From an optimization exercise on the open Yosys and OpenROAD flow, aimed at small area, a short achievable clock period and few clock cycles per item; shortcuts taken in it are not production practice.
Only simulation tests tie the RTL to the original design; equivalence was not proved.
No activity file was given, so power comes from the tool's default toggle rates.

==> flow/design.v (excerpt) <==
module mnist_classifier (
    input wire clk,
    input wire rst_n,
    input wire start,
    output reg [9:0] ram_addr,
    input wire       ram_data,
    output reg [3:0] prediction,
    output reg       done
);
    localparam IDLE = 2'd0, SCAN = 2'd1, FULL = 2'd2, CMP = 2'd3;
    localparam HW = 8;
    reg [1:0] state;
    reg       full;      
    reg       v;         
    reg [4:0] seg, col;  
    reg [9:0] w;         
    reg [9:0] ink;
    reg [7:0] h0;
    reg [6:0] h1;
    reg [7:0] h2;
    reg [7:0] h3;
    reg [7:0] h4;
    reg [7:0] h5;
    reg [7:0] h6;
    reg [7:0] h7;
    reg [7:0] h8;
    reg [7:0] h9;
    reg [2:0] bitk;
    reg [9:1] cand;
    reg       zgt, zlt;
    integer i;
    wire [10:0] wn;      
    wire [9:0] ridx = {seg, col};
  wire rn22, rn23, rn24, rn25, rn26, rn27, rn28,
      rn29, rn30, rn31, rn32, rn33, rn34, rn35, rn36,
      rn37, rn38, rn39, rn40, rn41, rn42, rn43, rn44,
      rn45, rn46, rn47, rn48, rn49, rn50, rn51, rn52,
      rn53, rn54, rn55, rn56, rn57, rn58, rn59, rn60,
      rn61, rn62, rn63, rn64, rn65, rn66, rn67, rn68,
      rn69, rn70, rn71, rn72, rn73, rn74, rn75, rn76,
      rn77, rn78, rn79, rn80, rn81, rn82, rn83, rn84,
      rn85, rn86, rn87, rn88, rn89, rn90, rn91, rn92,
      rn93, rn94, rn95, rn96, rn97, rn98, rn99,
      rn100, rn101, rn102, rn103, rn104, rn105, rn106,
      rn107, rn108, rn109, rn110, rn111, rn112, rn113,
      rn114, rn115, rn116, rn117, rn118, rn119, rn120,
      rn121, rn122, rn123, rn124, rn125, rn126, rn127,
      rn128, rn129, rn130, rn131, rn132, rn133, rn134,
      rn135, rn136, rn137, rn138, rn139, rn140, rn141,
      rn142, rn143, rn144, rn145, rn146, rn147, rn148,
      rn149, rn150, rn151, rn152, rn153, rn154, rn155,
      rn156, rn157, rn158, rn159, rn160, rn161, rn162,
      rn163, rn164, rn165, rn166, rn167, rn168, rn169,
      rn170, rn171, rn172, rn173, rn174, rn175, rn176,
      rn177, rn178, rn179, rn180, rn181, rn182, rn183,
      rn184, rn185, rn186, rn187, rn188, rn189, rn190,
  ...
Size: roughly 140 flip-flops, roughly 9800 µm² of cells after synthesis.
clock: 8.0 ns
lec_check: 0
abc_area: 1
cap_margin: 20
core_margin: 2
core_utilization: 55
setup_slack_margin: 5
slew_margin: 20
synth_memory_max_bits: 32768
standard.sh (not shown) runs the stock make flow with config.mk's settings and CLKGATE_MAP_FILE= SYNTH_SCRIPT=/design/flow/synth_recipe.tcl, a recipe that flattens the netlist after the stock synthesis.
==> flow/flow/run.sh <==
#!/bin/bash
# The standard layout, with the setup repair aiming at 5.5 ns of slack instead of 5.
bash standard.sh SETUP_SLACK_MARGIN=5.5 finish > standard_flow.log 2>&1
The first run went through all stages and came out clean.
Testbench counts at the start, summed over its fixed seeds: cycles 64,328, items 192.
Rerun with:
ABC_AREA = unset   (was 1)
Result:
- final cell count drops by about 13%
- die area is higher by 3.9%
- sequential power went down by 12%
- wire length came out higher by 2.6%
- global-route usage decreases by 0.72 points
- cell area is higher by 3.2%
- flip-flop and latch count is unchanged
Rerun with:
==> flow/flow/run.sh (replaced) <==
#!/bin/bash
# The standard layout, with the setup repair aiming at 5.4 ns of slack instead of 5.
bash standard.sh SETUP_SLACK_MARGIN=5.4 finish > standard_flow.log 2>&1
ABC_AREA = 1   (was unset)
CORE_UTILIZATION = 60   (was 55)
The changed run passed the timing, DRC and antenna checks.
Routed wire length hardly moves.
Total power went up by 32%.
Clock-buffer cell count went down by 1.
Synthesized area went down by 3.8%.
Setup slack gets worse by 72 ps.
Non-clock buffer count went down by 48.
Utilization went up by 3.2 points.
Register-to-register slack gets worse by 40 ps.
Global-route usage went up by 3.8 points.
Critical path depth went down by 2.

Setup of job 101:
Starting RTL as in the previous note.
Settings: LEC_CHECK=0, CAP_MARGIN=20, CORE_MARGIN=2, CORE_UTILIZATION=50, SETUP_SLACK_MARGIN=5, SLEW_MARGIN=20, SYNTH_MEMORY_MAX_BITS=32768; clock period 8.0 ns.
run.sh (not shown) runs the stock make flow with config.mk's settings and CLKGATE_MAP_FILE= SYNTH_SCRIPT=/design/flow/synth_recipe.tcl, a recipe that flattens the netlist after the stock synthesis.
Stock flow here: none of the scripts above is used.
Job 101 was carried through to the last stage, and its layout satisfied the timing, DRC and antenna checks.
Testbench counts of job 101, summed over its fixed seeds: cycles 64,328, items 192.
Changes in job 102 relative to job 101:
==> flow/flow/run.sh (new file) <==
#!/bin/bash
# The standard layout, with the setup repair aiming at 5.4 ns of slack instead of 5.
bash standard.sh SETUP_SLACK_MARGIN=5.4 finish > standard_flow.log 2>&1
==> flow/standard.sh (new file) <==
#!/bin/bash
# synth_recipe.tcl (not shown) runs the flow's synth.tcl, then flattens the netlist and writes it again
# the make line also repeats each setting of config.mk as NAME=value (left out here)
make -C /OpenROAD-flow-scripts/flow DESIGN_CONFIG=/design/flow/config.mk WORK_HOME=/design/flow/orfs CLKGATE_MAP_FILE= SYNTH_SCRIPT=/design/flow/synth_recipe.tcl "${@:-finish}"
-- flow/config.mk --
<<< job 101, line 8
export CAP_MARGIN = 20
export CORE_MARGIN = 2
export CORE_UTILIZATION = 50
export SETUP_SLACK_MARGIN = 5
export SLEW_MARGIN = 20
>>> job 102, line 8
export CAP_MARGIN = 20
export CORE_MARGIN = 2
export CORE_UTILIZATION = 55
export SETUP_SLACK_MARGIN = 5
export SLEW_MARGIN = 20
removed: flow/run.sh
==> run summary <==
Comparing job 102 and job 101, the lower critical path data required time was measured on job 102.
| worst voltage drop across the vdd grid | job 102 vs job 101 | 0.035 mV higher |
Job 102 gives more count of plain and timing-repair buffers than job 101 did.
NOTE: power per unit of standard cell area in job 102 falls short of that of job 101
Edits applied to the flow inputs when going from job 102 to job 103:
-- flow/config.mk --
<<< job 102, line 6
export NUM_CORES = 4
export LEC_CHECK = 0
export CAP_MARGIN = 20
export CORE_MARGIN = 2
>>> job 103, line 6
export NUM_CORES = 4
export LEC_CHECK = 0
export ABC_AREA = 1
export CAP_MARGIN = 20
export CORE_MARGIN = 2
Notes after the runs:
Comparing job 102 against job 103, there is no change at all in initial antenna violation count. Run comparison: job 102 origin of the worst setup path prediction[0]; job 103 origin of the worst setup path rst_n. Re routed wire length: job 102 was higher than job 103. Job 103 vs. job 102: synthesized area per cell fell by 17%, final core utilization fell by 0.50 points. Against job 102, job 103 comes in 22 ps lower on clock period minus final worst setup slack. Between job 103 and job 102, the adder and majority gate portion of the synthesized area is higher for job 103. Job 103 — xor-xnor portion of the synthesized cell area 5.9 points lower, job 102 as reference. Sequential power in job 103 vs job 102: up about 13%. Fmax grows slightly when moving from job 102 to job 103. Number of buffer and inverter instances along the worst setup path is higher on job 103.

[separate check: timing with driven ports]
Ports are ideal in the flow. The routed layouts listed here were re-timed in OpenROAD.
Step 1: set_driving_cell puts a clkbuf_16 on clk and a buf_2 on each other input, an assumption about the parent block.
Step 2 adds t to the input delays and takes it off the output delays; t is the mean of the earliest and latest rising clock arrival at the registers after step 1. Input paths then give back, and output paths get back, about the clock's delay inside the block.
Three values: no drivers, after step 1, after step 2; two values: the first two.
| run | t (ns) | setup WS [ns] | worst hold slack (ns) | worst setup path after step 2 | worst slew at a driven data input, ns |
|---|---|---|---|---|---|
| the first run of note 1 | 0.464 | 5.443 / 5.418 / 5.068 | 0.465 / 0.465 / 0.465 | input to register | 0.05 |
| the second run of note 1 | 0.464 | 5.418 / 5.418 / 5.027 | 0.513 / 0.513 / 0.513 | input to register | 0.05 |
| the third run of note 1 | 0.470 | 5.345 / 5.368 / 4.898 | 0.465 / 0.465 / 0.465 | input to register | 0.03 |
| job 101 | 0.468 | 4.951 / 4.951 / 4.747 | 0.510 / 0.510 / 0.510 | input to register | 0.03 |
| job 102 | 0.469 | 5.390 / 5.344 / 4.999 | 0.506 / 0.506 / 0.506 | input to register | 0.03 |
| job 103 | 0.474 | 5.412 / 5.419 / 4.962 | 0.461 / 0.461 / 0.461 | input to register | 0.05 |
After both steps every run listed still meets setup and hold. The setup slack of job 103, which loses most, moves by +0.007 ns with the drivers and by -0.450 ns with both steps.
